From an optimization exercise on the open Yosys and OpenROAD flow, aimed at small area and a short achievable clock period; shortcuts taken in it are not production practice. Function was checked by simulation only, so behaviour that the tests miss may differ from the original. No activity file was given, so power comes from the tool's default toggle rates.

`flow/constraint.sdc`:
```
create_clock -name core_clock -period 11.0 [get_ports {clk}]
set_input_delay 2.2000 -clock core_clock [delete_from_list [all_inputs] [get_ports {clk}]]
set_output_delay 2.2000 -clock core_clock [all_outputs]
set_load 0.01 [all_outputs]
```
`flow/config.mk`:
```
export PLATFORM = sky130hd
export DESIGN_NAME = pe_unit
export DESIGN_NICKNAME = pe_unit
export VERILOG_FILES = /design/flow/design.v
export SDC_FILE = /design/flow/constraint.sdc
export NUM_CORES = 4
export LEC_CHECK = 0
export CAP_MARGIN = 20
export CORE_MARGIN = 2
export CORE_UTILIZATION = 60
export CTS_BUF_LIST = sky130_fd_sc_hd__clkbuf_16
export CTS_CLUSTER_DIAMETER = 100
export CTS_CLUSTER_SIZE = 30
export SLEW_MARGIN = 20
```
`flow/design.v`:
```
`timescale 1ns/1ps
module pe_unit (
  input               pe_weight_in_valid,
  input      [7:0]    pe_weight_in_payload,
  input               pe_ifmap_in_valid,
  input      [7:0]    pe_ifmap_in_payload,
  input               pe_bias_in_valid,
  input      [31:0]   pe_bias_in_payload,
  input               pe_shift_scale_valid,
  input      [7:0]    pe_shift_scale_payload,
  output              pe_ofmap_out_valid,
  output     [7:0]    pe_ofmap_out_payload,
  input               pe_ctrl_ps_back_en,
  input      [6:0]    pe_ctrl_ps_waddr,
  input      [6:0]    pe_ctrl_ps_raddr,
  input               pe_ctrl_ps_wr,
  input               pe_ctrl_ps_rd,
  input               pe_ctrl_ps_allow_rd,
  input               pe_ctrl_ps_pinA_bias_en,
  input               pe_ctrl_ps_pinB_bias_en,
  input               pe_ctrl_byp_mul_en,
  input               pe_ctrl_maxpool_en,
  input               pe_ctrl_bias_mul_en,
  input               pe_ctrl_ps_scale_en,
  output              pe_flags_ps_rd_ready,
  output              pe_flags_ps_wr_ready,
  input               clk,
  input               resetn
);
  reg        [7:0]    A;
  reg        [7:0]    B;
  reg        [15:0]   P;
  reg                 vA;
  reg                 vR;
  reg        [31:0]   R;
  reg        [31:0]   mem [0:127];
  reg        [31:0]   w_sum;
  reg        [6:0]    w_addr;
  reg                 w_en;
  wire                rden = pe_ctrl_ps_rd & pe_ctrl_ps_allow_rd;
  wire       [31:0]   ps = rden ? R : 32'h0;
  assign pe_ofmap_out_valid = vR;
  assign pe_ofmap_out_payload = ps[7:0];
  wire                ma_valid = pe_ctrl_ps_back_en ? vR : pe_ifmap_in_valid;
  wire       [7:0]    ma_data = pe_ctrl_ps_back_en ? ps[7:0] : pe_ifmap_in_payload;
  wire                mb_valid = pe_ctrl_bias_mul_en ? pe_bias_in_valid : pe_weight_in_valid;
  wire       [7:0]    mb_data = pe_ctrl_bias_mul_en ? pe_bias_in_payload[7:0] : pe_weight_in_payload;
  assign pe_flags_ps_rd_ready = ma_valid;
  assign pe_flags_ps_wr_ready = vA;
  wire       [31:0]   pinA = pe_ctrl_ps_pinA_bias_en ? pe_bias_in_payload : {{16{P[15]}}, P};
  wire       [31:0]   pinB = pe_ctrl_ps_pinB_bias_en ? pe_bias_in_payload : ps;
  wire                b_lt_a = $signed(pinB) < $signed(pinA);
  wire       [31:0]   sum = pe_ctrl_maxpool_en ? (b_lt_a ? pinA : pinB) : pinA + pinB;
  wire       [7:0]    s = pe_shift_scale_payload;
  wire                sc = pe_ctrl_ps_scale_en;
  wire       [4:0]    n = 5'd0 - s[4:0];
  reg        [31:0]   mask;
  integer             i;
  always @(*) begin
    for (i = 0; i < 32; i = i + 1) begin
      if (!sc)
        mask[i] = 1'b1;
      else if (s[7])
        mask[i] = (i + n) < 32;
      else
        mask[i] = (s[6:5] == 2'b00) && (i >= s[4:0]);
    end
  end
  reg        [4:0]    w_rot;
  reg        [31:0]   w_mask;
  reg                 w_neg;
  reg        [4:0]    w_bidx;
  wire       [31:0]   rot0 = w_rot[0] ? {w_sum[30:0], w_sum[31]}    : w_sum;
  wire       [31:0]   rot1 = w_rot[1] ? {rot0[29:0], rot0[31:30]}    : rot0;
  wire       [31:0]   rot2 = w_rot[2] ? {rot1[27:0], rot1[31:28]}    : rot1;
  wire       [31:0]   rot3 = w_rot[3] ? {rot2[23:0], rot2[31:24]}    : rot2;
  wire       [31:0]   rot  = w_rot[4] ? {rot3[15:0], rot3[31:16]}    : rot3;
  wire       [31:0]   shifted = (rot & w_mask) | ({32{w_neg & w_sum[31]}} & ~w_mask);
  wire                rbit = w_neg & w_sum[w_bidx];
  wire       [31:0]   wdata = shifted + {31'h0, rbit};
  always @(posedge clk) begin
    w_sum  <= sum;
    w_rot  <= sc ? s[4:0] : 5'd0;
    w_mask <= mask;
    w_neg  <= sc & s[7];
    w_bidx <= ~s[4:0];
    w_addr <= pe_ctrl_ps_waddr;
    w_en   <= pe_ctrl_ps_wr;
    if (w_en)
      mem[w_addr] <= wdata;
    if (rden)
      R <= (w_en && w_addr == pe_ctrl_ps_raddr) ? wdata : mem[pe_ctrl_ps_raddr];
  end
  always @(posedge clk or negedge resetn) begin
    if (!resetn) begin
      A  <= 8'h0;
      B  <= 8'h0;
      P  <= 16'h0;
      vA <= 1'b0;
      vR <= 1'b0;
    end else begin
      if (ma_valid) A <= ma_data;
      if (mb_valid) B <= mb_data;
      vA <= ma_valid;
      vR <= rden;
      if (vA) P <= $signed(A) * $signed(B);
    end
  end
endmodule
```
`flow/flow/run.sh`:
```
#!/bin/bash
set -o pipefail
cp standard.sh standard.sh.txt 2>/dev/null
export SETUP_SLACK_MARGIN=6.4
bash standard.sh > standard.log 2>&1
status=$?
# keep ORFS's per-step logs next to the flow's own log
if [ -d orfs/logs ]; then cp -r orfs/logs flow_logs 2>/dev/null; fi
exit $status
```
`flow/standard.sh`:
```
#!/bin/bash
# synth_recipe.tcl (not shown) runs the flow's synth.tcl, then flattens the netlist and writes it again
# the make line also repeats each setting of config.mk as NAME=value (left out here)
make -C /OpenROAD-flow-scripts/flow DESIGN_CONFIG=/design/flow/config.mk WORK_HOME=/design/flow/orfs CLKGATE_MAP_FILE= SYNTH_SCRIPT=/design/flow/synth_recipe.tcl "${@:-finish}"
```
==> metrics.md, run 1 <==
| Metric | Value |
|---|---|
| GRT Util Overall | 30.4% |
| Total Wirelength | 437 mm |
| Mapped cell area | around 170000 um^2 |
| Cell family with most CP delay | buffers and inverters |
| Slew headroom | 29.8% |
| Compound-cell area share of the yosys netlist | 1.31% |
| Synth Area in XOR/XNOR | 0.405% |
| HPWL after detailed placement | 240 mm |
| Start of the worst register-to-register path | w_rot[3] |
| Ports | 97 |
| Max Cap Violations | 0 |
| Hold_sp | P[10] |
| Commonest non-fill, non-tap cell in the layout | edfxtp_1 |
| Vias in the first global route | 80100 |
| Initial antenna violation count | 23 |
| Crit Path Category | input port to output pin |
| Fin crit share | between 40% and 50% |
| Final Skew | 69.3 ps |
| Mux share of post-synthesis cell area | between 15 and 20% |
| Crit-path slowest cell | and3_4 |
| Largest stage delay, worst path | 160 ps |
| Avg WL per Cell | 37.1 um |
| Max Clk Rate | 0.204 GHz |
| Final setup viols | 0 |
| Die width | 536 um |
| Latest clock arrival within the worst-skew pair | 920 ps |
| Pin count of the biggest net entering global routing | 121 |
| Hold WC Path Type | flip-flop to flip-flop |
| Synth-to-layout area growth | 10.8% |
| Die height | 536 um |
| Pins Over Slew Limit | 0 |
| Synth Register Bits | roughly 4200 |
| Total chip power | 34.1 mW |
| Hold depth | 1 |
| Leakage | 58.8 nW |
| Num CTS Buffers | 167 |
| Sink Count | about 4200 |
| Yosys cell types | 86 |
| Worst EP arrival | 2690 ps |
| Post-Synth Adder-Cell Area | under 10% |
| Worst-Margin Slew | about 1000 ps |
| Post-synth EDFFs | 4128 |
| PwrDens | 181 nW/um^2 |
| Post-Synth Simple-Gate Area | 1.99% |
| Mean area per synthesized cell | 22.3 um^2 |
| Hold Buf Count CTS | 0 |
| ANT nets after route | 0 |
| Via density | between 6 and 7 |
| Proportion of layout cells with a drive suffix above 1 | 32.2% |
| RSZ-0062 raised after global routing | true |
| Largest family of logic cells by synthesized area | multiplexers |
| CP cell instances | buf_8 > buf_6 > and3_4 > buf_6 |
| Worst Setup End Kind | output pin |
| First-pass GRT wire length | 607 mm |
| Worst R2R Setup Slack | 6450 ps |
| GPL Wtd Cong | approximately 0.84 |
| CP max FO | 4 |
| Synth async-reset ratio | 0.801% |
| Drt first pass iters | 6 |
| Syn nets | 7852 |
| Hold Path End | P[10] |
| Reg-to-reg endpoint | R[24] |
| Iter 0 DRT Violations | 11000 |
| Synth warn | 1 |
| Cell row count | 195 |
| Crit path buf inv count | 3 |
| # DRC | 0 |
| Register area share after synthesis | 74.3% |
| Critical Path Most Common Cell | buf_6 |
| Required time at the worst-slack endpoint | 8800 ps |
| Starting Density | ~60% |
| H-Tree Level Count | 4 |
| Worst hold slack | 519 ps |
| Clock transition at the registers of the reported paths | 110 ps |
| Status | finished clean |
| Total negative setup slack | 0 ps |
| Commonest register cell after synthesis | edfxtp_1 |
| Cells after Synth | 7612 |
| Core area | around 280000 um^2 |
| Most frequent cells in the layout | edfxtp_1 (4128), mux4_2 (1411), buf_4 (302) |
| Peak supply drop | 0.273 mV |
| Final nets | 8216 |
| Via count | approximately 80000 |
| CTS max path bufs | 4 |
| Global route overflow | 0 |
| Clock root buffer | clkbuf_16 |
| Port buffer count | 94 |
| Path depth of the worst reg2reg path | 17 |
| CP startpoint kind | input port |
| Hold Vio Cnt, Final | 0 |
| Setup crit start | pe_ctrl_ps_allow_rd |
| Die area | 288000 um^2 |
| CTS tree | yes |
| Minimum clock period | 4890 ps |
| Filler cells | 17800 |
==> power by group <==
part | total [mW] | switching, mW | leakage [nW] | internal, mW
logic | 6.89 | 4.34 | 18.1 | 2.55
clock network | 7.61 | 4.72 | 2.30 | 2.89
registers | 19.6 | 0.207 | 38.4 | 19.4
total | 34.1 | 9.26 | 58.8 | 24.8
==> cells by family (layout without fill, tap and decap cells) <==
kind of cell,Yosys count,after routing
flops,4245,4245
mux,1500,1500
simple gates,736,736
buf+inv,550,942
compound gates,351,356
fa+ha+maj,154,154
xor+xnor,76,77
other cells,0,15
==> worst max path at each step <==
stage,cells after the start,slack (ps),to
after floorplan,17,5600,w_sum[30]
after global placement,16,3360,w_sum[30]
after detailed placement,16,3640,w_sum[30]
after CTS,4,6070,pe_ofmap_out_payload[6]
after global routing,4,6100,pe_ofmap_out_payload[6]
final,4,6110,pe_ofmap_out_payload[6]
==> layer usage <==
| metal | vias to the layer above | global-route usage, % | share of wire (%) |
|---|---|---|---|
| met4 | 2 | 6.71 | 2.4 |
| met1 | 44700 | 45.5 | 40 |
| li1 | 32500 | - | - |
| met5 | - | 0 | 0.0030 |
| met3 | 433 | 5.07 | 9.2 |
| met2 | 3618 | 48.3 | 48 |
==> metrics by stage <==
step           setup slack, ps  instance area [um^2]  utilization, %  std cells
6_report                  6110                189000            66.8      11800
5_1_grt                   6100                188000            66.8      11800
4_1_cts                   6070                187000            66.1      11700
3_5_place_dp              3640                178000            63.1      11300
3_3_place_gp              3360                178000            63.1      11300
2_1_floorplan             5600                172000               -       7612
==> registers in the layout (all words and copies together) (netlist names) <==
name	flops
w_rot	5
mem	4096
A	8
vR	1
P	16
w_en	1
w_neg	1
w_mask	32
vA	1
w_bidx	5
R	32
w_sum	32
B	8
w_addr	7
==> repair_timing <==
action,CTS,global route
cloned,45,23
setup endpoints to repair,3250,570
pin swaps,72,72
buffers inserted,117,66
resized for setup,466,207
==> Yosys cell counts (6+ instances only) <==
master | number | area [um^2]
edfxtp_1 | 4128 | 124000
mux4_2 | 1410 | 31800
clkbuf_1 | 282 | 1060
nor2_1 | 253 | 950
nand2_1 | 252 | 946
inv_1 | 142 | 533
o21ai_0 | 114 | 571
buf_1 | 101 | 379
ha_1 | 98 | 1230
dfxtp_1 | 83 | 1660
a21oi_1 | 75 | 375
fa_1 | 56 | 1120
mux2i_1 | 53 | 531
xnor2_1 | 49 | 429
and2_1 | 48 | 300
nand3_1 | 35 | 175
dfrtp_1 | 34 | 851
mux2_2 | 29 | 327
nor3_1 | 28 | 140
a21o_1 | 27 | 203
nor2b_1 | 25 | 156
xor2_1 | 24 | 210
nand2b_1 | 22 | 138
a31oi_1 | 18 | 113
o22ai_1 | 18 | 113
o211ai_1 | 17 | 128
and3_1 | 16 | 100
o21bai_1 | 12 | 90.1
buf_2 | 11 | 55.1
nand4_1 | 10 | 62.6
nor4_1 | 10 | 62.6
a211oi_1 | 7 | 52.6
mux4_1 | 7 | 184
o311ai_0 | 7 | 61.3
a21boi_0 | 6 | 45.0
a31oi_2 | 6 | 75.1
o21a_1 | 6 | 45.0
o31ai_1 | 6 | 45.0
==> worst reg2reg max path, stage by stage, from the launching register on <==
cell and delay, ps:
dfxtp_1 340, clkbuf_8 240, mux4_2 450, mux2i_1 100
mux2_4 300, o21ai_1 160, nand2_1 70, o21ai_1 130
ha_4 220, ha_4 190, nand2_2 80, or4_4 520
nor2_4 300, nand3_4 140, xnor2_4 160, buf_12 180
buf_16 400, a21o_1 310
==> final cells by class <==
type	instances	area, um^2	area share, %
sequential	4245	126000	67.1
multi-input combinational	2823	44500	23.6
timing repair buffer	595	7630	4.05
tap	3743	4680	2.48
clock buffer	171	4280	2.27
inverter	144	541	0.287
clock inverter	32	322	0.171
antenna	15	37.5	0.0199
==> run 2: changes to the inputs <==
==> flow/run.sh (new file) <==
#!/bin/bash
# synth_recipe.tcl (not shown) runs the flow's synth.tcl, then flattens the netlist and writes it again
# the make line also repeats each setting of config.mk as NAME=value (left out here)
make -C /OpenROAD-flow-scripts/flow DESIGN_CONFIG=/design/flow/config.mk WORK_HOME=/design/flow/orfs CLKGATE_MAP_FILE= SYNTH_SCRIPT=/design/flow/synth_recipe.tcl finish
--- a/flow/config.mk
+++ b/flow/config.mk
@@ -8,7 +8,5 @@
 export CAP_MARGIN = 20
 export CORE_MARGIN = 2
-export CORE_UTILIZATION = 60
-export CTS_BUF_LIST = sky130_fd_sc_hd__clkbuf_16
-export CTS_CLUSTER_DIAMETER = 100
-export CTS_CLUSTER_SIZE = 30
+export CORE_UTILIZATION = 50
+export SETUP_SLACK_MARGIN = 5
 export SLEW_MARGIN = 20
removed: flow/flow/run.sh
removed: flow/standard.sh
==> metrics.md, run 2 <==
| Metric | Value |
|---|---|
| Worst hold slack | 503 ps |
| Synth warn | 1 |
| H-Tree Level Count | 5 |
| Grt peak-use layer | met2 |
| Latest clock arrival within the worst-skew pair | a little under 1000 ps |
| Avg WL per Cell | 33.3 um |
| Via count | around 81000 |
| Most common library cells after synthesis | edfxtp_1 (4128), mux4_2 (1410), clkbuf_1 (282), nor2_1 (253), nand2_1 (252) |
| Top-count cell post-synth | edfxtp_1 |
| Ports | 97 |
| Proportion of layout cells with a drive suffix above 1 | a little under a third |
| Synth area leaders | edfxtp_1 (73%), mux4_2 (19%), dfxtp_1 (0.98%), ha_1 (0.72%), fa_1 (0.66%) |
| Worst EP arrival | 3720 ps |
| Hold Vio Cnt, Final | 0 |
| Slew headroom | approximately 28% |
| Required time at the worst-slack endpoint | slightly below 9000 ps |
| Cell row count | 214 |
| Clock transition at the registers of the reported paths | roughly 60 ps |
| Yosys cell types | 86 |
| Commonest register cell after synthesis | edfxtp_1 |
| Synth Register Bits | 4245 |
| Design Area, Final | 192000 um^2 |
| Port buffer count | 94 |
| Status | finished clean |
| Num CTS Buffers | about 430 |
| Max Clk Rate | around 0.17 GHz |
| Final setup viols | 0 |
| Via density | 6.28 |
| Post-synth top area cell | edfxtp_1 |
| Global route overflow | 0 |
| Largest register FFs | ~4000 |
| GRT Util Overall | 24.8% |
| Dpl cell area | 179000 um^2 |
| Commonest non-fill, non-tap cell in the layout | edfxtp_1 |
| CTS max path bufs | 4 |
| Starting Density | 50.1% |
| Register area share after synthesis | 74.3% |
| Mean area per synthesized cell | 22.3 um^2 |
| Syn nets | 7852 |
| Total chip power | around 40 mW |
| Final nets | 8221 |
| Core area | 339000 um^2 |
| Crit Path Category | input port to output pin |
| Pins Over Slew Limit | 0 |
| Final Skew | 44.2 ps |
| Die width | between 500 and 600 um |
| Fin crit share | 53.8% |
| Post-synth EDFFs | 4128 |
| Grt met3 use | 4.28% |
| HPWL after detailed placement | around 240 mm |
| Vias in the first global route | about 82000 |
| Drt first pass iters | 5 |
| # DRC | 0 |
| Grt met1 use | 36.2% |
| Peak supply drop | between 0.15 and 0.2 mV |
| Max Cap Violations | 0 |
| Iter 0 DRT Violations | 9564 |
| Initial antenna violation count | 42 |
| CTS tree | yes |
| Cells after Synth | 7612 |
| ANT nets after route | 0 |
| Worst-Margin Slew | about 1100 ps |
| CP max FO | 10 |
| Biggest register | mem |
| PwrDens | 206 nW/um^2 |
| First-pass GRT wire length | between 600 and 700 mm |
| M2 GR Usage | 39.5% |
| Total negative setup slack | 0 ps |
| Clock root buffer | clkbuf_16 |
| Die area | about 340000 um^2 |
| Pin count of the biggest net entering global routing | 140 |
| Mapped cell area | 170000 um^2 |
| RSZ-0062 raised after global routing | true |
| Leakage | around 61 nW |
| Synth async-reset ratio | less than 1% |
| GPL Wtd Cong | between 0.8 and 0.9 |
| Minimum clock period | 5920 ps |
| Die height | 587 um |
| Hold WC Path Type | flip-flop to flip-flop |
| CP startpoint kind | input port |
| Worst Setup End Kind | output pin |
| Most frequent cells in the layout | edfxtp_1 (4128), mux4_2 (1410), clkbuf_16 (434) |
| Layout Utilization | a little under three fifths |
| Share of the synthesized area in the top cell type | about 73% |
| Hold Buf Count CTS | 0 |
| Sink Count | 4245 |
| Synth-to-layout area growth | 13.2% |
| Total Wirelength | roughly 430 mm |
## run 2: cell counts after synthesis
No cell type changed its count.
## run 2: metal layers
| metal | wire length, um | up-vias |
|---|---|---|
| met3 | 33300 | 495 |
| met2 | 207000 | 3193 |
| met4 | 9870 | 2 |
| li1 | - | 32800 |
| met1 | 179000 | 44300 |
| met5 | 13 | - |
## run 2: final cells by class
| cell class | instances | area (um^2) |
|---|---|---|
| tap | 4536 | 5680 |
| timing repair buffer | 348 | 3200 |
| clock buffer | 516 | 11200 |
| clock inverter | 260 | 2350 |
| inverter | 144 | 541 |
| fill | 24800 | 147000 |
| multi-input combinational | 2817 | 43000 |
| antenna | 17 | 42.5 |
| sequential | 4245 | 126000 |
## run 2: metrics by stage
step / std cells / setup WS [ps]
after global routing: 12900 / 4890
after global placement: 12100 / 3280
after CTS: 12900 / 4910
after floorplan: 7612 / 5060
final: 12900 / 5080
after detailed placement: 12100 / 3500
## run 2: critical path, cell delays in order
cell and delay [ps]:
clkdlybuf4s50_1 440, nand2b_1 310, nand2_4 200, clkdlybuf4s50_1 570
## run 2: final timing paths
path,startpoint,end,slack [ps],cells after the start
setup / recovery,pe_ctrl_ps_back_en,pe_flags_ps_rd_ready,5080,4
setup reg to reg,w_rot[3],R[12],5430,17
min in group asynchronous,resetn,A[0],1650,2
hold reg to reg,P[10],P[10],500,1
hold / removal,P[10],P[10],500,1
max in group asynchronous,resetn,B[4],9040,2
## run 2: report_power, final
group	switching (mW)	total (mW)	internal (mW)
combinational	3.99	5.96	1.96
clock	6.10	14.1	8.02
sequential	0.195	19.6	19.4
## run 2: logic make-up after synthesis
| kind of cell | synth area share, % |
|---|---|
| AO/OA/AOI/OAI | 1.31 |
| XOR/XNOR | 0.405 |
| adder cells (fa/ha/maj) | 1.38 |
| buffers and inverters | 1.28 |
| flip-flops | 74.3 |
| multiplexers | 19.3 |
| AND/OR/NAND/NOR | 1.99 |
## run 2: repair_timing
item | CTS | global route
gates resized for setup | 5 | 22
cloned | 0 | 1
buffers inserted | 0 | 0
setup endpoints to repair | 227 | 197
endpoints found under the hold margin | 0 | 0
==> run 3: changes to the inputs <==
--- a/flow/design.v
+++ b/flow/design.v
@@ -54,21 +54,19 @@
   wire       [7:0]    s = pe_shift_scale_payload;
   wire                sc = pe_ctrl_ps_scale_en;
-  wire       [4:0]    n = 5'd0 - s[4:0];
+  reg        [4:0]    w_rot;
+  reg                 w_neg;
+  reg                 w_zero;
   reg        [31:0]   mask;
   integer             i;
   always @(*) begin
     for (i = 0; i < 32; i = i + 1) begin
-      if (!sc)
-        mask[i] = 1'b1;
-      else if (s[7])
-        mask[i] = (i + n) < 32;
+      if (w_zero)
+        mask[i] = 1'b0;
+      else if (w_neg)
+        mask[i] = (w_rot == 5'd0) || (i < w_rot);
       else
-        mask[i] = (s[6:5] == 2'b00) && (i >= s[4:0]);
+        mask[i] = (i >= w_rot);
     end
   end
-  reg        [4:0]    w_rot;
-  reg        [31:0]   w_mask;
-  reg                 w_neg;
-  reg        [4:0]    w_bidx;
   wire       [31:0]   rot0 = w_rot[0] ? {w_sum[30:0], w_sum[31]}    : w_sum;
   wire       [31:0]   rot1 = w_rot[1] ? {rot0[29:0], rot0[31:30]}    : rot0;
@@ -76,13 +74,12 @@
   wire       [31:0]   rot3 = w_rot[3] ? {rot2[23:0], rot2[31:24]}    : rot2;
   wire       [31:0]   rot  = w_rot[4] ? {rot3[15:0], rot3[31:16]}    : rot3;
-  wire       [31:0]   shifted = (rot & w_mask) | ({32{w_neg & w_sum[31]}} & ~w_mask);
-  wire                rbit = w_neg & w_sum[w_bidx];
+  wire       [31:0]   shifted = (rot & mask) | ({32{w_neg & w_sum[31]}} & ~mask);
+  wire                rbit = w_neg & w_sum[~w_rot];
   wire       [31:0]   wdata = shifted + {31'h0, rbit};
   always @(posedge clk) begin
     w_sum  <= sum;
     w_rot  <= sc ? s[4:0] : 5'd0;
-    w_mask <= mask;
     w_neg  <= sc & s[7];
-    w_bidx <= ~s[4:0];
+    w_zero <= sc & ~s[7] & (s[6:5] != 2'b00);
     w_addr <= pe_ctrl_ps_waddr;
     w_en   <= pe_ctrl_ps_wr;
==> flow/flow/run.sh (new file) <==
#!/bin/bash
set -o pipefail
cp standard.sh standard.sh.txt 2>/dev/null
export SETUP_SLACK_MARGIN=6.4
bash standard.sh > standard.log 2>&1
status=$?
# keep ORFS's per-step logs next to the flow's own log
if [ -d orfs/logs ]; then cp -r orfs/logs flow_logs 2>/dev/null; fi
exit $status
==> flow/standard.sh (new file) <==
#!/bin/bash
# synth_recipe.tcl (not shown) runs the flow's synth.tcl, then flattens the netlist and writes it again
# the make line also repeats each setting of config.mk as NAME=value (left out here)
make -C /OpenROAD-flow-scripts/flow DESIGN_CONFIG=/design/flow/config.mk WORK_HOME=/design/flow/orfs CLKGATE_MAP_FILE= SYNTH_SCRIPT=/design/flow/synth_recipe.tcl "${@:-finish}"
--- a/flow/config.mk
+++ b/flow/config.mk
@@ -8,5 +8,7 @@
 export CAP_MARGIN = 20
 export CORE_MARGIN = 2
-export CORE_UTILIZATION = 50
-export SETUP_SLACK_MARGIN = 5
+export CORE_UTILIZATION = 60
+export CTS_BUF_LIST = sky130_fd_sc_hd__clkbuf_16
+export CTS_CLUSTER_DIAMETER = 100
+export CTS_CLUSTER_SIZE = 30
 export SLEW_MARGIN = 20
removed: flow/run.sh
==> metrics.md, run 3 <==
| Metric | Value |
|---|---|
| ANT nets after route | 0 |
| First-pass GRT wire length | 597 mm |
| Largest regs | mem: 4096 flops, R: 32 flops, w_sum: 32 flops |
| Slew headroom | 24.8% |
| Worst Setup End Kind | output pin |
| Starting Density | 60.1% |
| Dpl cell area | 177000 um^2 |
| Largest register FFs | 4096 |
| Syn nets | between 7000 and 8000 |
| Hold Vio Cnt, Final | 0 |
| PwrDens | approximately 180 nW/um^2 |
| Initial antenna violation count | 39 |
| Worst-Margin Slew | about 1100 ps |
| H-Tree Level Count | 4 |
| Required time at the worst-slack endpoint | 8800 ps |
| Global route overflow | 0 |
| Leakage | around 59 nW |
| Mean area per synthesized cell | 22.5 um^2 |
| Num CTS Buffers | 165 |
| Register area share after synthesis | 74.3% |
| Vias in the first global route | 79300 |
| Status | finished clean |
| Die area | 286000 um^2 |
| Latest clock arrival within the worst-skew pair | about 940 ps |
| GPL Wtd Cong | 0.887 |
| Crit Path Category | input port to output pin |
| Final Skew | between 70 and 80 ps |
| Die height | around 540 um |
| Post-synth top area cell | edfxtp_1 |
| Yosys cell types | 87 |
| CTS max path bufs | 4 |
| Synth-to-layout area growth | 10.5% |
| Most common library cells after synthesis | edfxtp_1 (4128), mux4_2 (1405), clkbuf_1 (272), nor2_1 (247), nand2_1 (171) |
| Design Area, Final | about 190000 um^2 |
| Max Cap Violations | 0 |
| Synth async-reset ratio | 0.808% |
| Total chip power | 34.5 mW |
| Biggest register | mem |
| CP startpoint kind | input port |
| Total negative setup slack | 0 ps |
| Commonest non-fill, non-tap cell in the layout | edfxtp_1 |
| Iter 0 DRT Violations | 11300 |
| Worst R2R Setup Slack | 6380 ps |
| Port buffer count | 94 |
| Via density | 6.92 |
| Peak supply drop | 0.198 mV |
| Top-count cell post-synth | edfxtp_1 |
| Pin count of the biggest net entering global routing | 113 |
| Final setup viols | 0 |
| Cell row count | slightly below 200 |
| Sink Count | 4209 |
| Core area | 282000 um^2 |
| CTS tree | yes |
| Mapped cell area | 169000 um^2 |
| Minimum clock period | between 4000 and 5000 ps |
| Fin crit share | 44.5% |
| # DRC | 0 |
| Worst EP arrival | 2690 ps |
| GRT Util Overall | 30.1% |
| Hold Buf Count CTS | 0 |
| Cells after Synth | 7534 |
| Max Clk Rate | 0.204 GHz |
| Proportion of layout cells with a drive suffix above 1 | 32.1% |
| Avg WL per Cell | about 37 um |
| Ports | 97 |
| Post-synth EDFFs | between 4000 and 5000 |
| Pins Over Slew Limit | 0 |
| Hold WC Path Type | flip-flop to flip-flop |
| CP max FO | 7 |
| Share of the synthesized area in the top cell type | 73.2% |
| Clock root buffer | clkbuf_16 |
| Die width | 535 um |
| Drt first pass iters | 6 |
| Commonest register cell after synthesis | edfxtp_1 |
| HPWL after detailed placement | 236 mm |
| Synth warn | 1 |
| Total Wirelength | 434 mm |
| Final nets | 8091 |
| Clock transition at the registers of the reported paths | 110 ps |
| RSZ-0062 raised after global routing | true |
| Via count | 80700 |
| Synth area leaders | edfxtp_1 (73%), mux4_2 (19%), ha_1 (0.69%), fa_1 (0.66%), clkbuf_1 (0.60%) |
| Most frequent cells in the layout | edfxtp_1 (4128), mux4_2 (1405), buf_4 (296) |
| Synth Register Bits | roughly 4200 |
[run 3: cell count changes after synthesis, sizes merged, moves of 9 or more]
cell	change
nand2	-82
mux2i	+42
dfxtp	-36
o21ai	-32
a21oi	+29
buf	+26
xnor2	+15
clkbuf	-11
nand4	+9
[run 3: worst paths after layout]
path                                from                       to  cells after the start
max                        pe_ctrl_ps_rd  pe_ofmap_out_payload[6]                      4
min                                P[15]                    P[15]                      1
max reg2reg                         A[3]                    P[15]                     17
min reg2reg                        P[15]                    P[15]                      1
max in group asynchronous         resetn                     B[3]                      2
min in group asynchronous         resetn                    P[11]                      2
[run 3: worst max-delay path, cell delays in order]
cell	delay (ps)
buf_12	110
buf_6	110
and3_4	150
buf_6	120
[run 3: layout make-up]
type,count,area [um^2]
multi-input combinational,2766,44300
fill,18100,94500
inverter,139,536
tap,3743,4680
timing repair inverter,1,7.51
clock buffer,169,4230
antenna,13,32.5
timing repair buffer,573,7210
clock inverter,47,323
sequential,4209,126000
[run 3: timing repair]
item,CTS,global route
cloned,36,20
gates resized for setup,360,236
setup endpoints to repair,3392,1666
pin swaps,36,71
buffers inserted,72,90
[run 3: logic make-up (layout without fill, tap and decap cells)]
logic type	after synthesis	after routing	share of synthesized area (%)
flops	4209	4209	74.3
buf+inv	560	929	1.33
simple gates	646	646	1.79
xor+xnor	84	85	0.466
compound gates	349	349	1.27
other cells	0	13	0
mux	1536	1536	19.5
fa+ha+maj	150	150	1.36
[run 3: report_power, final]
part | switching, mW | internal (mW) | total (mW)
Sequential | 0.155 | 19.4 | 19.6
Clock | 4.63 | 2.83 | 7.47
Combinational | 4.74 | 2.78 | 7.52
[run 3: per-stage QoR]
stage | util (%) | hold slack (ps) | setup WS (ps) | std cells
floorplan | - | 473 | 5680 | 7534
global placement | 63.0 | 501 | 4100 | 11200
detailed placement | 63.0 | 508 | 4050 | 11200
CTS | 65.6 | 534 | 6090 | 11500
global route | 66.4 | 561 | 6100 | 11600
finish | 66.4 | 543 | 6110 | 11700
[run 3: metal layers]
metal / vias to the layer above / GRT usage [%] / part of all wire (%)
met5: - / 0 / 0
met4: 0 / 6.95 / 2.6
met3: 442 / 5.69 / 9.8
met2: 3709 / 47.9 / 48
met1: 44400 / 44.2 / 39
li1: 32200 / - / -
==> run 4: changes to the inputs <==
--- a/flow/config.mk
+++ b/flow/config.mk
@@ -8,5 +8,5 @@
 export CAP_MARGIN = 20
 export CORE_MARGIN = 2
-export CORE_UTILIZATION = 60
+export CORE_UTILIZATION = 65
 export CTS_BUF_LIST = sky130_fd_sc_hd__clkbuf_16
 export CTS_CLUSTER_DIAMETER = 100
==> metrics.md, run 4 <==
| Metric | Value |
|---|---|
| Status | finished clean |
| Largest regs | mem: 4096 flops, R: 32 flops, w_sum: 32 flops |
| Die area | 265000 um^2 |
| Worst Setup End Kind | output pin |
| Num CTS Buffers | around 160 |
| HPWL after detailed placement | 233 mm |
| Drt first pass iters | 5 |
| Synth area leaders | edfxtp_1 (73%), mux4_2 (19%), ha_1 (0.69%), fa_1 (0.66%), clkbuf_1 (0.60%) |
| Synth Register Bits | 4209 |
| Worst-Margin Slew | about 1100 ps |
| Initial antenna violation count | 29 |
| Share of the synthesized area in the top cell type | 73.2% |
| Cell row count | 187 |
| Syn nets | 7770 |
| Ports | a little under 100 |
| First-pass GRT wire length | 594 mm |
| Latest clock arrival within the worst-skew pair | 880 ps |
| Max Cap Violations | 0 |
| Via density | about 7 |
| Commonest non-fill, non-tap cell in the layout | edfxtp_1 |
| Core area | 259000 um^2 |
| Commonest register cell after synthesis | edfxtp_1 |
| Sink Count | 4209 |
| Biggest register | mem |
| Synth async-reset ratio | 0.808% |
| Port buffer count | 94 |
| Mapped cell area | 169000 um^2 |
| Dpl cell area | 177000 um^2 |
| Vias in the first global route | approximately 80000 |
| CP startpoint kind | input port |
| Global route overflow | 0 |
| Synth-to-layout area growth | 10.1% |
| Clock root buffer | clkbuf_16 |
| Worst hold slack | approximately 550 ps |
| Hold Vio Cnt, Final | 0 |
| Crit Path Category | input port to output pin |
| Iter 0 DRT Violations | 11300 |
| GRT Util Overall | between 30% and 40% |
| Pin count of the biggest net entering global routing | 122 |
| CP max FO | 4 |
| Fin worst setup slack | 6180 ps |
| Leakage | 58.5 nW |
| Largest register FFs | 4096 |
| Worst EP arrival | about 2600 ps |
| Required time at the worst-slack endpoint | just under 9000 ps |
| CTS max path bufs | 3 |
| Register area share after synthesis | 74.3% |
| ANT nets after route | 0 |
| # DRC | 0 |
| Via count | 81000 |
| PwrDens | 186 nW/um^2 |
| Synth warn | 1 |
| GPL Wtd Cong | 0.898 |
| Layout Utilization | 71.9% |
| Final nets | 8061 |
| Total negative setup slack | 0 ps |
| RSZ-0062 raised after global routing | true |
| Proportion of layout cells with a drive suffix above 1 | 31.6% |
| Post-synth top area cell | edfxtp_1 |
| Hold WC Path Type | flip-flop to flip-flop |
| Design Area, Final | about 190000 um^2 |
| Post-synth EDFFs | 4128 |
| Most common library cells after synthesis | edfxtp_1 (4128), mux4_2 (1405), clkbuf_1 (272), nor2_1 (247), nand2_1 (171) |
| Die width | 514 um |
| Setup WS pre-CTS | 4100 ps |
| Pins Over Slew Limit | 0 |
| Clock transition at the registers of the reported paths | 90 ps |
| Yosys cell types | 87 |
| Peak supply drop | 0.268 mV |
| Fin crit share | 43.8% |
| Die height | 514 um |
| Slew headroom | 24.9% |
| Total Wirelength | 430 mm |
| Final Skew | about 49 ps |
| CTS tree | yes |
| Final setup viols | 0 |
| Most frequent cells in the layout | edfxtp_1 (4128), mux4_2 (1407), buf_4 (279) |
| Total chip power | 34.8 mW |
| H-Tree Level Count | 4 |
| Starting Density | 65.3% |
| Layout Cells excl Fill | between 10000 and 15000 |
| Minimum clock period | 4820 ps |
| Avg WL per Cell | around 38 um |
| Placed cell count | 10900 |
| Top-count cell post-synth | edfxtp_1 |
| Hold Buf Count CTS | 0 |
| Mean area per synthesized cell | 22.5 um^2 |
| Cells after Synth | 7534 |
| Max Clk Rate | slightly above 0.2 GHz |
-- run 4: cell counts after synthesis --
No cell type changed its count.
-- run 4: worst paths after layout --
kind	slack, ps	start	depth (start not counted)	end
setup / recovery	6180	pe_ctrl_ps_rd	3	pe_ofmap_out_payload[0]
min in group asynchronous	1770	resetn	2	A[3]
hold / removal	550	P[9]	1	P[9]
max in group asynchronous	8890	resetn	2	B[6]
setup reg to reg	6350	B[1]	17	P[15]
hold reg to reg	550	P[9]	1	P[9]
-- run 4: layer usage --
| metal | routed length, um | part of all wire, % | up-vias | global-route usage (%) |
|---|---|---|---|---|
| met4 | 13400 | 3.1 | 4 | 8.80 |
| met1 | 163000 | 38 | 44200 | 46.9 |
| met2 | 204000 | 47 | 4193 | 50.0 |
| met3 | 49800 | 12 | 534 | 8.64 |
| met5 | 27 | 0.0063 | - | 0 |
| li1 | - | - | 32100 | - |
-- run 4: repair_timing --
action | in CTS | in global routing
resized for setup | 372 | 155
pin swaps | 51 | 52
setup endpoints to repair | 3621 | 1710
hold endpoints to repair | 0 | 0
setup buffers | 82 | 47
gates cloned | 36 | 30
-- run 4: worst max-delay path: stages --
cell and delay (ps):
clkbuf_16 110, and3_4 200, buf_6 100
-- run 4: cell type report --
type / count / area (um^2)
antenna: 12 / 30.0
clock buffer: 170 / 4250
clock inverter: 52 / 515
fill: 14900 / 72800
inverter: 139 / 533
multi-input combinational: 2768 / 44100
sequential: 4209 / 126000
tap: 3402 / 4260
timing repair buffer: 542 / 6990
timing repair inverter: 1 / 5.00
-- run 4: logic make-up (layout without fill, tap and decap cells) --
family	count (synthesis)	in the layout	synth area share [%]
DFF	4209	4209	74.3
muxes	1536	1536	19.5
and+or+nand+nor	646	646	1.79
buffers and inverters	560	904	1.33
AOI/OAI and AO/OA	349	349	1.27
adders and majority gates	150	150	1.36
xor gates and xnor gates	84	87	0.466
other	0	12	0
-- run 4: report_power, final --
part	total, mW	internal (mW)	leakage (nW)	switching [mW]
clock	7.55	2.90	2.43	4.66
combinational	7.62	2.84	17.8	4.78
sequential	19.6	19.4	38.3	0.174
total	34.8	25.1	58.5	9.61
==> run 5: changes to the inputs <==
--- a/flow/flow/run.sh
+++ b/flow/flow/run.sh
@@ -2,5 +2,5 @@
 set -o pipefail
 cp standard.sh standard.sh.txt 2>/dev/null
-export SETUP_SLACK_MARGIN=6.4
+export SETUP_SLACK_MARGIN=6.2
 bash standard.sh > standard.log 2>&1
 status=$?
==> metrics.md, run 5 <==
| Metric | Value |
|---|---|
| Status | finished clean |
| Hold WC Path Type | flip-flop to flip-flop |
| Post-synth EDFFs | about 4100 |
| Biggest register | mem |
| Crit path buf inv count | 2 |
| Largest family of logic cells by synthesized area | multiplexers |
| Pin count of the biggest net entering global routing | between 100 and 150 |
| Slew headroom | between 30% and 40% |
| Commonest non-fill, non-tap cell in the layout | edfxtp_1 |
| Final Skew | ~45 ps |
| Synth-to-layout area growth | 8.79% |
| Layout Cells excl Fill | 11200 |
| Total Wirelength | 420 mm |
| CP cell instances | bufbuf_16 > bufbuf_16 > mux4_2 > mux4_2 > mux4_2 > mux2i_1 > o21ai_0 |
| Die width | approximately 510 um |
| Final setup viols | 0 |
| Filler cells | 15200 |
| CP startpoint kind | input port |
| Placed cell count | 10900 |
| Synth Register Bits | 4209 |
| CTS tree | yes |
| First-pass GRT wire length | 587 mm |
| Mapped cell area | 169000 um^2 |
| Synth Area in XOR/XNOR | 0.466% |
| Worst Setup End Kind | flip-flop |
| CP max FO | 24 |
| Cell row count | 187 |
| Compound-cell area share of the yosys netlist | 1.27% |
| Syn nets | 7770 |
| Worst R2R Setup Slack | ~6300 ps |
| Largest stage delay, worst path | between 600 and 700 ps |
| # DRC | 0 |
| Post-Synth Simple-Gate Area | 1.79% |
| Clock root buffer | clkbuf_16 |
| Dpl cell area | 177000 um^2 |
| Peak supply drop | around 0.19 mV |
| Max Clk Rate | between 0.2 and 0.25 GHz |
| Design Area, Final | approximately 180000 um^2 |
| Leakage | around 58 nW |
| Hold Path End | P[15] |
| GPL Wtd Cong | 0.903 |
| Final nets | between 7000 and 8000 |
| Cell family with most CP delay | multiplexers |
| Synth async-reset ratio | 0.808% |
| Die area | 265000 um^2 |
| Crit Path Category | input port to flip-flop |
| GRT Util Overall | 32.0% |
| Hold_sp | P[15] |
| Mux share of post-synthesis cell area | 19.5% |
| Synth area leaders | edfxtp_1 (73%), mux4_2 (19%), ha_1 (0.69%), fa_1 (0.66%), clkbuf_1 (0.60%) |
| Max Cap Violations | 0 |
| Most common library cells after synthesis | edfxtp_1 (4128), mux4_2 (1405), clkbuf_1 (272), nor2_1 (247), nand2_1 (171) |
| Via count | 80600 |
| PwrDens | 184 nW/um^2 |
| Via density | 7.20 |
| Commonest register cell after synthesis | edfxtp_1 |
| Avg WL per Cell | 37.5 um |
| Cells after Synth | between 7000 and 8000 |
| Top-count cell post-synth | edfxtp_1 |
| Pins Over Slew Limit | 0 |
| Start of the worst register-to-register path | w_rot[4] |
| Crit-path slowest cell | mux4_2 |
| Port buffer count | 94 |
| Total negative setup slack | 0 ps |
| Clock transition at the registers of the reported paths | between 100 and 150 ps |
| Register area share after synthesis | 74.3% |
| Hold depth | 1 |
| Yosys cell types | a little under 90 |
| Drt first pass iters | 6 |
| Mean area per synthesized cell | 22.5 um^2 |
| Required time at the worst-slack endpoint | 11610 ps |
| Latest clock arrival within the worst-skew pair | around 900 ps |
| Num CTS Buffers | between 150 and 200 |
| HPWL after detailed placement | approximately 230 mm |
| Post-Synth Adder-Cell Area | 1.36% |
| Critical Path Most Common Cell | mux4_2 |
| Hold Buf Count CTS | 0 |
| Most frequent cells in the layout | edfxtp_1 (4128), mux4_2 (1405), buf_4 (235) |
| Hold Vio Cnt, Final | 0 |
| RSZ-0062 raised after global routing | true |
| Worst hold slack | 533 ps |
| Worst EP arrival | between 5000 and 6000 ps |
| H-Tree Level Count | 4 |
| Iter 0 DRT Violations | 12200 |
| Reg-to-reg endpoint | R[30] |
| Die height | 514 um |
| ANT nets after route | 0 |
| Fin crit share | between 40 and 50% |
| CTS max path bufs | 3 |
| Share of the synthesized area in the top cell type | 73.2% |
| Ports | 97 |
| Initial antenna violation count | 38 |
| Proportion of layout cells with a drive suffix above 1 | 30.2% |
| Starting Density | 65.3% |
| Path depth of the worst reg2reg path | 13 |
| Minimum clock period | 4880 ps |
| Post-synth top area cell | edfxtp_1 |
| Largest regs | mem: 4096 flops, R: 32 flops, w_sum: 32 flops |
| Synth warn | 1 |
| Global route overflow | 0 |
| Vias in the first global route | 78600 |
| Largest register FFs | between 4000 and 5000 |
| Core area | between 200000 and 300000 um^2 |
| Sink Count | 4209 |
| Worst-Margin Slew | around 1000 ps |
-- run 5: area by class of cell --
| cell class | count | area [um^2] | share of cell area [%] |
|---|---|---|---|
| Antenna cell | 8 | 20.0 | 0.0109 |
| Clock buffer | 161 | 4030 | 2.19 |
| Clock inverter | 59 | 529 | 0.287 |
| Inverter | 139 | 532 | 0.289 |
| Multi-Input combinational cell | 2766 | 43700 | 23.7 |
| Sequential cell | 4209 | 126000 | 68.3 |
| Tap cell | 3402 | 4260 | 2.31 |
| Timing Repair Buffer | 453 | 5360 | 2.91 |
| Timing Repair inverter | 1 | 5.00 | 0.00272 |
-- run 5: cells by family after synthesis --
| family | count (synthesis) |
|---|---|
| AOI/OAI and AO/OA | 349 |
| xor gates and xnor gates | 84 |
| adders and majority gates | 150 |
| buffers and inverters | 560 |
| DFF | 4209 |
| muxes | 1536 |
| and+or+nand+nor | 646 |
-- run 5: where the power goes --
part	switching (mW)	internal (mW)
registers	0.162	19.4
logic	4.50	2.51
clock network	4.63	2.74
-- run 5: worst max-delay path by stage --
stage	endpoint	cells past startpoint	start	slack, ps
6_report	R[18]	7	pe_ctrl_ps_raddr[0]	6120
5_1_grt	R[27]	8	pe_ctrl_ps_raddr[0]	6100
4_1_cts	w_sum[30]	16	pe_ctrl_ps_pinB_bias_en	6150
3_5_place_dp	R[12]	8	pe_ctrl_ps_raddr[1]	4270
3_3_place_gp	R[12]	8	pe_ctrl_ps_raddr[1]	4280
2_1_floorplan	w_sum[30]	16	pe_ctrl_ps_pinB_bias_en	5680
-- run 5: per-stage QoR --
stage	util, %	setup WS (ps)	total power, mW
5_1_grt	71.0	6100	35.1
6_report	71.1	6120	34.0
3_5_place_dp	68.2	4270	26.3
3_3_place_gp	68.2	4280	26.0
2_1_floorplan	-	5680	24.0
4_1_cts	70.6	6150	33.6
-- run 5: per-layer routing --
metal	GRT usage, %	share of wire [%]	up-vias
li1	-	-	31900
met1	48.9	39	44000
met2	49.6	48	4250
met3	5.54	10	496
met4	7.95	2.6	12
met5	0	0.017	-
-- run 5: what timing repair did --
item | 4_1_cts | 5_1_grt
buffers inserted | 25 | 42
cloned | 25 | 11
pin swaps | 19 | 47
setup endpoints to repair | 2896 | 1901
gates resized for setup | 246 | 156
==> run 6: changes to the inputs <==
--- a/flow/flow/run.sh
+++ b/flow/flow/run.sh
@@ -2,5 +2,5 @@
 set -o pipefail
 cp standard.sh standard.sh.txt 2>/dev/null
-export SETUP_SLACK_MARGIN=6.2
+export SETUP_SLACK_MARGIN=6.6
 bash standard.sh > standard.log 2>&1
 status=$?
==> metrics.md, run 6 <==
| Metric | Value |
|---|---|
| Reg-to-reg endpoint | P[15] |
| Synth-to-layout area growth | 13.0% |
| Top-count cell post-synth | edfxtp_1 |
| Setup WS pre-CTS | 4080 ps |
| Synth area leaders | edfxtp_1 (73%), mux4_2 (19%), ha_1 (0.69%), fa_1 (0.66%), clkbuf_1 (0.60%) |
| Num CTS Buffers | 164 |
| Slew headroom | around an eighth |
| Mapped cell area | 169000 um^2 |
| Starting Density | 65.3% |
| Initial antenna violation count | 43 |
| CP startpoint kind | input port |
| CTS max path bufs | 3 |
| Crit path capture | pe_ofmap_out_payload[0] |
| Drt first pass iters | 5 |
| Most frequent cells in the layout | edfxtp_1 (4128), mux4_2 (1406), buf_4 (328) |
| Crit Path Category | input port to output pin |
| Post-synth EDFFs | 4128 |
| Max Clk Rate | 0.208 GHz |
| Yosys cell types | between 80 and 90 |
| Status | finished clean |
| Register area share after synthesis | about three quarters |
| Fin worst setup slack | 6180 ps |
| Via density | 7.29 |
| Syn nets | 7770 |
| Worst R2R Setup Slack | 6420 ps |
| HPWL after detailed placement | ~230 mm |
| Commonest register cell after synthesis | edfxtp_1 |
| Post-synth top area cell | edfxtp_1 |
| GPL Wtd Cong | between 0.8 and 0.9 |
| M2 GR Usage | 53.7% |
| Total Wirelength | 457 mm |
| CP cell instances | buf_12 > and3_4 > buf_6 |
| Leakage | 60.6 nW |
| Synth warn | 1 |
| Core area | approximately 260000 um^2 |
| PwrDens | 186 nW/um^2 |
| Avg WL per Cell | 39.8 um |
| Most common library cells after synthesis | edfxtp_1 (4128), mux4_2 (1405), clkbuf_1 (272), nor2_1 (247), nand2_1 (171) |
| Setup crit start | pe_ctrl_ps_rd |
| Final Skew | 45.9 ps |
| Biggest register | mem |
| Largest stage delay, worst path | 210 ps |
| CP max FO | 9 |
| Peak supply drop | 0.195 mV |
| Cells after Synth | between 7000 and 8000 |
| Ports | 97 |
| Sink Count | around 4200 |
| Grt met3 use | 7.84% |
| Start of the worst register-to-register path | B[3] |
| Cell family with most CP delay | simple AND/OR/NAND/NOR gates |
| Worst EP arrival | approximately 2600 ps |
| Die area | 265000 um^2 |
| Largest regs | mem: 4096 flops, R: 32 flops, w_sum: 32 flops |
| Final nets | 8273 |
| Vias in the first global route | 80900 |
| Iter 0 DRT Violations | 13200 |
| Mean area per synthesized cell | approximately 22 um^2 |
| Global route overflow | 0 |
| Clock root buffer | clkbuf_16 |
| Proportion of layout cells with a drive suffix above 1 | 34.9% |
| Final setup viols | 0 |
| Clock transition at the registers of the reported paths | approximately 100 ps |
| Share of the synthesized area in the top cell type | 73.2% |
| Synth Register Bits | ~4200 |
| Minimum clock period | 4820 ps |
| Pins Over Slew Limit | 0 |
| ANT nets after route | 0 |
| Max Cap Violations | 0 |
| RSZ-0062 raised after global routing | true |
| Worst Setup End Kind | output pin |
| Crit-path slowest cell | and3_4 |
| Cell depth of the worst setup path | 3 |
| Via count | around 84000 |
| Path depth of the worst reg2reg path | 17 |
| Grt met1 use | 50.7% |
| Required time at the worst-slack endpoint | 8800 ps |
| Synth async-reset ratio | 0.808% |
| Port buffer count | 94 |
| Cell row count | around 190 |
| # DRC | 0 |
| Crit path buf inv count | 2 |
| Grt peak-use layer | met2 |
| Largest register FFs | roughly 4100 |
| Latest clock arrival within the worst-skew pair | 890 ps |
| Hold Vio Cnt, Final | 0 |
| Commonest non-fill, non-tap cell in the layout | edfxtp_1 |
| Die height | just over 500 um |
| Fin crit share | around 44% |
| CTS tree | yes |
| Die width | 514 um |
| GRT Util Overall | 34.4% |
| First-pass GRT wire length | 622 mm |
| Worst-Margin Slew | 1290 ps |
| Total negative setup slack | 0 ps |
| Pin count of the biggest net entering global routing | around 120 |
| H-Tree Level Count | 4 |
| Hold WC Path Type | flip-flop to flip-flop |
## run 6: timing repair
action / CTS / global route
setup endpoints to repair: 3698 / 1570
hold buffers: 0 / 0
pin swaps: 67 / 116
cloned: 114 / 33
resized for setup: 526 / 380
setup buffers: 138 / 128
## run 6: worst min-delay path by stage
| stage | to | cells after the start | slack [ps] | start |
|---|---|---|---|---|
| floorplan | P[15] | 1 | 470 | P[15] |
| global placement | P[5] | 1 | 540 | P[5] |
| detailed placement | P[5] | 1 | 550 | P[5] |
| CTS | P[5] | 1 | 580 | P[5] |
| global route | P[4] | 1 | 600 | P[4] |
| finish | P[7] | 1 | 560 | P[7] |
## run 6: cell type report
cell class,instances,area (um^2)
inverter,139,536
multi-input combinational,2767,45000
fill,14300,67800
timing repair buffer,755,11100
timing repair inverter,1,7.51
clock buffer,165,4130
sequential,4209,126000
clock inverter,40,524
tap,3402,4260
antenna,18,45.0
## run 6: stage by stage
stage | power, mW | utilization [%] | instance area, um^2 | std cells | hold WS, ps
after floorplan | 24.0 | - | 172000 | 7534 | 473
after global placement | 26.1 | 68.2 | 177000 | 10900 | 542
after detailed placement | 26.3 | 68.2 | 177000 | 10900 | 552
after CTS | 35.0 | 72.5 | 188000 | 11300 | 576
after global routing | 36.7 | 73.8 | 191000 | 11500 | 597
final | 35.6 | 73.8 | 191000 | 11500 | 561
## run 6: where the power goes
part,internal (mW),leakage (nW),switching [mW]
sequential,19.4,38.3,0.181
combinational,3.41,20.0,5.13
clock,2.83,2.30,4.70
## run 6: worst reg2reg max path, stage by stage (launching register included)
cell,delay (ps)
dfrtp_2,480
buf_4,170
nand2_2,60
fa_1,450
fa_1,600
fa_1,440
fa_1,520
inv_2,50
ha_4,220
inv_1,60
o21bai_1,80
a21oi_2,160
nor2b_1,60
o21a_1,180
o31a_1,290
o41ai_2,250
xnor2_1,130
mux2_2,270
## run 6: logic make-up after synthesis
kind of cell,after synthesis,synth area share [%]
AND/OR/NAND/NOR,646,1.79
flip-flops,4209,74.3
buffers and inverters,560,1.33
multiplexers,1536,19.5
adder cells (fa/ha/maj),150,1.36
AO/OA/AOI/OAI,349,1.27
XOR/XNOR,84,0.466
## run 6: metal layers
layer	up-vias	share of wire, %
li1	32600	-
met1	45300	37
met4	6	3.0
met5	-	0.0092
met3	543	13
met2	5313	48
==> run 7: changes to the inputs <==
--- a/flow/flow/run.sh
+++ b/flow/flow/run.sh
@@ -2,5 +2,5 @@
 set -o pipefail
 cp standard.sh standard.sh.txt 2>/dev/null
-export SETUP_SLACK_MARGIN=6.6
+export SETUP_SLACK_MARGIN=6.4
 bash standard.sh > standard.log 2>&1
 status=$?
--- a/flow/config.mk
+++ b/flow/config.mk
@@ -8,5 +8,5 @@
 export CAP_MARGIN = 20
 export CORE_MARGIN = 2
-export CORE_UTILIZATION = 65
+export CORE_UTILIZATION = 70
 export CTS_BUF_LIST = sky130_fd_sc_hd__clkbuf_16
 export CTS_CLUSTER_DIAMETER = 100
==> metrics.md, run 7 <==
| Metric | Value |
|---|---|
| Most common library cells after synthesis | edfxtp_1 (4128), mux4_2 (1405), clkbuf_1 (272), nor2_1 (247), nand2_1 (171) |
| Port buffer count | 94 |
| Vias in the first global route | 81200 |
| Synth Register Bits | 4209 |
| Clock transition at the registers of the reported paths | 110 ps |
| Crit-path slowest cell | and3_4 |
| Worst EP arrival | 2620 ps |
| Num CTS Buffers | 162 |
| Synth area leaders | edfxtp_1 (73%), mux4_2 (19%), ha_1 (0.69%), fa_1 (0.66%), clkbuf_1 (0.60%) |
| Cells after Synth | 7534 |
| PwrDens | roughly 190 nW/um^2 |
| Cell family with most CP delay | buffers and inverters |
| Total negative setup slack | 0 ps |
| Global route overflow | 0 |
| Status | finished clean |
| Pins Over Slew Limit | 0 |
| Commonest non-fill, non-tap cell in the layout | edfxtp_1 |
| Fin worst setup slack | ~6200 ps |
| Biggest register | mem |
| Top-count cell post-synth | edfxtp_1 |
| Initial antenna violation count | 48 |
| Via density | around 7.5 |
| Crit Path Category | input port to output pin |
| CP max FO | 5 |
| Total Wirelength | 443 mm |
| Synth-to-layout area growth | 9.80% |
| Fin crit share | 43.8% |
| First-pass GRT wire length | around 600 mm |
| Post-synth top area cell | edfxtp_1 |
| Iter 0 DRT Violations | 14000 |
| Ports | 97 |
| Die height | 496 um |
| Proportion of layout cells with a drive suffix above 1 | 31.7% |
| CP cell instances | buf_12 > and3_4 > buf_6 |
| Synth async-reset ratio | 0.808% |
| Clock root buffer | clkbuf_16 |
| Register area share after synthesis | 74.3% |
| Peak supply drop | 0.277 mV |
| GPL Wtd Cong | 0.924 |
| Drt first pass iters | 6 |
| Synth warn | 1 |
| RSZ-0062 raised after global routing | true |
| Final setup viols | 0 |
| CTS tree | yes |
| Cell row count | 180 |
| H-Tree Level Count | 4 |
| Core area | 241000 um^2 |
| Mapped cell area | 169000 um^2 |
| Reg-to-reg endpoint | P[15] |
| Max Clk Rate | 0.207 GHz |
| Path depth of the worst reg2reg path | 15 |
| Starting Density | 70.4% |
| Worst Setup End Kind | output pin |
| HPWL after detailed placement | 231 mm |
| Syn nets | 7770 |
| Hold WC Path Type | flip-flop to flip-flop |
| Worst R2R Setup Slack | 6420 ps |
| Most frequent cells in the layout | edfxtp_1 (4128), mux4_2 (1406), buf_4 (285) |
| Largest register FFs | a little over 4000 |
| Post-synth EDFFs | 4128 |
| GRT Util Overall | 35.6% |
| Hold depth | 1 |
| Commonest register cell after synthesis | edfxtp_1 |
| Mean area per synthesized cell | 22.5 um^2 |
| Worst-Margin Slew | about 1200 ps |
| Start of the worst register-to-register path | A[3] |
| Avg WL per Cell | 40.1 um |
| Total chip power | between 30 and 40 mW |
| Pin count of the biggest net entering global routing | 130 |
| # DRC | 0 |
| Die width | 496 um |
| CP startpoint kind | input port |
| Yosys cell types | 87 |
| Largest regs | mem: 4096 flops, R: 32 flops, w_sum: 32 flops |
| Latest clock arrival within the worst-skew pair | approximately 900 ps |
| Hold_sp | P[15] |
| Share of the synthesized area in the top cell type | between 70% and 80% |
| Largest stage delay, worst path | 180 ps |
| ANT nets after route | 0 |
| CTS max path bufs | 3 |
| Layout Cells excl Fill | 11100 |
| Hold Vio Cnt, Final | 0 |
| Leakage | 58.4 nW |
| Hold Path End | P[15] |
| Required time at the worst-slack endpoint | between 8000 and 9000 ps |
| Slew headroom | 18.3% |
| Setup WS pre-CTS | 3810 ps |
| Final Skew | 49.0 ps |
| Via count | 82800 |
| Crit path buf inv count | 2 |
| Minimum clock period | 4820 ps |
| Placed cell count | 10600 |
| Die area | 246000 um^2 |
| Final nets | 8056 |
| Max Cap Violations | 0 |
| Sink Count | 4209 |
==> run 7: cell types whose count changed in the layout (fill, tap and decap cells not counted), sizes merged <==
cell / delta
xor2: -1
inv: +21
clkinvlp: -4
clkdlybuf4s50: +7
buf: -184
bufbuf: -24
xnor2: -1
clkbuf: -4
dlymetal6s2s: -10
diode: -12
dlygate4sd2: +3
clkinv: -1
==> run 7: routing by layer <==
metal  up-vias  GRT usage [%]  share of wire, %
met5         -              0             0.017
met4        12           10.1               3.5
met3       781           8.63                14
met2      6147           56.2                48
met1     43800           51.4                35
li1      32100              -                 -
==> run 7: cell type report <==
| type | instances | area, um^2 |
|---|---|---|
| timing repair buffer | 542 | 6820 |
| timing repair inverter | 1 | 5.00 |
| multi-input combinational | 2765 | 44100 |
| tap | 3185 | 3990 |
| inverter | 139 | 528 |
| clock inverter | 56 | 465 |
| antenna | 6 | 15.0 |
| fill | 12000 | 54600 |
| clock buffer | 166 | 4150 |
| sequential | 4209 | 126000 |
==> run 7: metrics by stage <==
step                      hold slack (ps)  area [um^2]  util [%]
after global placement                497       177000      73.4
after floorplan                       473       172000         -
after global routing                  573       186000      77.3
after detailed placement              501       177000      73.4
after CTS                             540       184000      76.6
final                                 540       186000      77.3
==> run 7: cell families after synthesis <==
group | count (synthesis) | share of synthesized area, %
fa+ha+maj | 150 | 1.36
flops | 4209 | 74.3
simple gates | 646 | 1.79
compound gates | 349 | 1.27
buf+inv | 560 | 1.33
mux | 1536 | 19.5
xor+xnor | 84 | 0.466
==> run 7: where the power goes <==
group / leakage (nW) / switching (mW) / internal, mW
Combinational: 17.7 / 4.76 / 2.79
Sequential: 38.3 / 0.176 / 19.4
Clock: 2.39 / 4.64 / 2.82
Total: 58.4 / 9.57 / 25.0
==> run 7: worst max-delay path by stage <==
| stage | slack [ps] | end | depth (start not counted) | start |
|---|---|---|---|---|
| after floorplan | 5680 | w_sum[30] | 16 | pe_ctrl_ps_pinB_bias_en |
| final | 6180 | pe_ofmap_out_payload[7] | 3 | pe_ctrl_ps_allow_rd |
| after detailed placement | 3810 | w_sum[30] | 16 | pe_ctrl_ps_rd |
| after global placement | 3920 | w_sum[30] | 16 | pe_ctrl_ps_allow_rd |
| after global routing | 6170 | pe_flags_ps_rd_ready | 4 | pe_ctrl_ps_back_en |
| after CTS | 6180 | pe_flags_ps_rd_ready | 4 | pe_ctrl_ps_back_en |
==> run 7: what timing repair did <==
| action | 4_1_cts | 5_1_grt |
|---|---|---|
| hold buffers | 0 | 0 |
| setup buffers | 85 | 57 |
| pin swaps | 50 | 52 |
| endpoints found under the setup margin | 3373 | 1756 |
| gates cloned | 34 | 22 |
| resized for setup | 366 | 173 |
==> run 8: changes to the inputs <==
--- a/flow/config.mk
+++ b/flow/config.mk
@@ -8,6 +8,6 @@
 export CAP_MARGIN = 20
 export CORE_MARGIN = 2
-export CORE_UTILIZATION = 70
-export CTS_BUF_LIST = sky130_fd_sc_hd__clkbuf_16
+export CORE_UTILIZATION = 65
+export CTS_BUF_LIST = sky130_fd_sc_hd__clkbuf_8 sky130_fd_sc_hd__clkbuf_16
 export CTS_CLUSTER_DIAMETER = 100
 export CTS_CLUSTER_SIZE = 30
==> metrics.md, run 8 <==
| Metric | Value |
|---|---|
| Metal3 WL | 49.8 mm |
| Cells after Synth | 7534 |
| Final nets | around 8000 |
| Synth Register Bits | 4209 |
| Total negative setup slack | 0 ps |
| Via density | 7.17 |
| Largest register FFs | 4096 |
| Port buffer count | 94 |
| Mapped cell area | 169000 um^2 |
| Fin worst setup slack | 6180 ps |
| Commonest register cell after synthesis | edfxtp_1 |
| Starting Density | 65.3% |
| Drt first pass iters | 5 |
| Layout Cells excl Fill | 11300 |
| CP max FO | 4 |
| Max Cap Violations | 0 |
| PwrDens | between 150 and 200 nW/um^2 |
| Die width | 514 um |
| Num CTS Buffers | 164 |
| First-pass GRT wire length | between 500 and 600 mm |
| Hold Buf Count CTS | 0 |
| Register area share after synthesis | 74.3% |
| Global route overflow | 0 |
| Worst Setup End Kind | output pin |
| CTS max path bufs | 3 |
| Placed cell count | 10900 |
| Final setup viols | 0 |
| Post-synth EDFFs | 4128 |
| Peak supply drop | 0.268 mV |
| Cell row count | 187 |
| Worst EP arrival | 2620 ps |
| Die height | between 500 and 600 um |
| Worst R2R Setup Slack | 6350 ps |
| Required time at the worst-slack endpoint | 8800 ps |
| Setup WS pre-CTS | 4100 ps |
| Core area | 259000 um^2 |
| Hold WC Path Type | flip-flop to flip-flop |
| Pin count of the biggest net entering global routing | roughly 120 |
| Final Skew | 49.4 ps |
| Synth-to-layout area growth | 10.1% |
| Met1 WL | 163 mm |
| Biggest register | mem |
| Clock transition at the registers of the reported paths | approximately 90 ps |
| Minimum clock period | 4820 ps |
| Largest stage delay, worst path | 200 ps |
| Most common library cells after synthesis | edfxtp_1 (4128), mux4_2 (1405), clkbuf_1 (272), nor2_1 (247), nand2_1 (171) |
| Commonest non-fill, non-tap cell in the layout | edfxtp_1 |
| # DRC | 0 |
| Top-count cell post-synth | edfxtp_1 |
| Design Area, Final | 186000 um^2 |
| GRT Util Overall | 32.4% |
| Worst-Margin Slew | 1120 ps |
| CP startpoint kind | input port |
| Total Wirelength | 430 mm |
| Synth async-reset ratio | 0.808% |
| Crit Path Category | input port to output pin |
| Sink Count | 4209 |
| HPWL after detailed placement | between 200 and 250 mm |
| CTS tree | yes |
| Pins Over Slew Limit | 0 |
| Syn nets | 7770 |
| Ports | 97 |
| Post-synth top area cell | edfxtp_1 |
| Metal2 WL | 204 mm |
| Latest clock arrival within the worst-skew pair | around 880 ps |
| H-Tree Level Count | 4 |
| CP cell instances | clkbuf_16 > and3_4 > buf_6 |
| Layout Utilization | between 70% and 80% |
| Max layer used | met5 |
| Iter 0 DRT Violations | approximately 11000 |
| Synth warn | 1 |
| Vias in the first global route | 80400 |
| Leakage | slightly below 60 nW |
| Synth area leaders | edfxtp_1 (73%), mux4_2 (19%), ha_1 (0.69%), fa_1 (0.66%), clkbuf_1 (0.60%) |
| Yosys cell types | a little under 90 |
| Slew headroom | 24.9% |
| Status | finished clean |
| Max Clk Rate | a little over 0.2 GHz |
| Mean area per synthesized cell | 22.5 um^2 |
| Largest regs | mem: 4096 flops, R: 32 flops, w_sum: 32 flops |
| Die area | roughly 260000 um^2 |
| Clock root buffer | clkbuf_16 |
| Dpl cell area | 177000 um^2 |
| Share of the synthesized area in the top cell type | 73.2% |
| Initial antenna violation count | 29 |
| RSZ-0062 raised after global routing | true |
| Crit-path slowest cell | and3_4 |
| Proportion of layout cells with a drive suffix above 1 | 31.6% |
| Fin crit share | 43.8% |
| Avg WL per Cell | 38.1 um |
| GPL Wtd Cong | 0.898 |
| Hold Vio Cnt, Final | 0 |
| Most frequent cells in the layout | edfxtp_1 (4128), mux4_2 (1407), buf_4 (279) |
| ANT nets after route | 0 |
| Via count | 81000 |
[run 8: final timing paths]
kind	endpoint	depth (start not counted)	start
worst max register to register	P[15]	17	B[1]
min in group asynchronous	A[3]	2	resetn
worst min-delay path	P[9]	1	P[9]
worst max-delay path	pe_ofmap_out_payload[0]	3	pe_ctrl_ps_rd
worst min register to register	P[9]	1	P[9]
max in group asynchronous	B[6]	2	resetn
[run 8: power by group]
part,internal [mW],leakage (nW),switching (mW)
Sequential,19.4,38.3,0.174
Clock,2.90,2.43,4.66
Combinational,2.84,17.8,4.78
Total,25.1,58.5,9.61
[run 8: metal layers]
metal  vias to the layer above  track usage, %
met4                         4            8.80
li1                      32100               -
met2                      4193            50.0
met5                         -               0
met3                       534            8.64
met1                     44200            46.9
[run 8: metrics by stage]
step                total power [mW]  hold slack [ps]
finish                          34.8              546
detailed placement              26.3              531
floorplan                       24.0              473
global placement                26.1              534
CTS                             34.3              553
global route                    35.9              569
[run 8: final cells by class]
class | count | area [um^2]
Timing Repair inverter | 1 | 5.00
Tap cell | 3402 | 4260
Clock buffer | 170 | 4250
Antenna cell | 12 | 30.0
Timing Repair Buffer | 542 | 6990
Sequential cell | 4209 | 126000
Multi-Input combinational cell | 2768 | 44100
Fill cell | 14900 | 72800
Inverter | 139 | 533
Clock inverter | 52 | 515
[run 8: cells by family after synthesis]
family          share of synthesized area [%]
fa+ha+maj                                1.36
simple gates                             1.79
buf+inv                                  1.33
compound gates                           1.27
flops                                    74.3
mux                                      19.5
xor+xnor                                0.466
[run 8: repair_timing]
action | 4_1_cts | 5_1_grt
cloned | 36 | 30
setup endpoints to repair | 3621 | 1710
pin swaps | 51 | 52
buffers inserted | 82 | 47
gates resized for setup | 372 | 155
[run 8: critical path, delay by kind of cell]
kind                   cells  cell delay [ps]
buffers and inverters      2              210
and+or+nand+nor            1              200

[afterwards: timing with drivers on the ports]
No port has a modelled driver above. Below, the same layouts with a new extraction and two added sets of constraints. Step 1 (the two cells are an assumption about what drives the block):
set clk [get_ports {clk}]
set_driving_cell -lib_cell sky130_fd_sc_hd__clkbuf_16 $clk
set_driving_cell -lib_cell sky130_fd_sc_hd__buf_2 [delete_from_list [all_inputs] $clk]
Step 2 moves the port delays by t, midway between the first and last clock arrival at a register: inputs arrive t later, outputs are due t later. That takes back most of the time a late clock gives input paths. Three values: ideal ports, drivers, drivers and shift; two values: the first two.
| run | t (ns) | setup WS [ns] | hold slack, ns | clock arrival spread, ns |
|---|---|---|---|---|
| run 1 | 0.988 | 6.109 / 5.947 / 4.978 | 0.519 / 0.519 / 0.519 | 0.069 / 0.069 |
| run 2 | 1.067 | 5.084 / 5.058 / 4.112 | 0.503 / 0.503 / 0.503 | 0.051 / 0.051 |
| run 3 | 1.005 | 6.106 / 6.037 / 5.154 | 0.543 / 0.543 / 0.543 | 0.071 / 0.070 |
| run 4 | 0.961 | 6.181 / 6.036 / 5.199 | 0.546 / 0.546 / 0.546 | 0.052 / 0.051 |
| run 5 | 0.980 | 6.124 / 5.766 / 4.786 | 0.533 / 0.533 / 0.533 | 0.054 / 0.053 |
| run 6 | 0.970 | 6.182 / 6.030 / 5.095 | 0.561 / 0.561 / 0.561 | 0.047 / 0.047 |
| run 7 | 0.960 | 6.181 / 6.039 / 5.236 | 0.540 / 0.540 / 0.540 | 0.056 / 0.057 |
| run 8 | 0.961 | 6.181 / 6.036 / 5.199 | 0.546 / 0.546 / 0.546 | 0.052 / 0.051 |
After both steps every run listed still meets setup and hold. For run 5, which loses most, drivers alone change the setup slack by -0.358 ns; drivers and shift together by -1.338 ns.
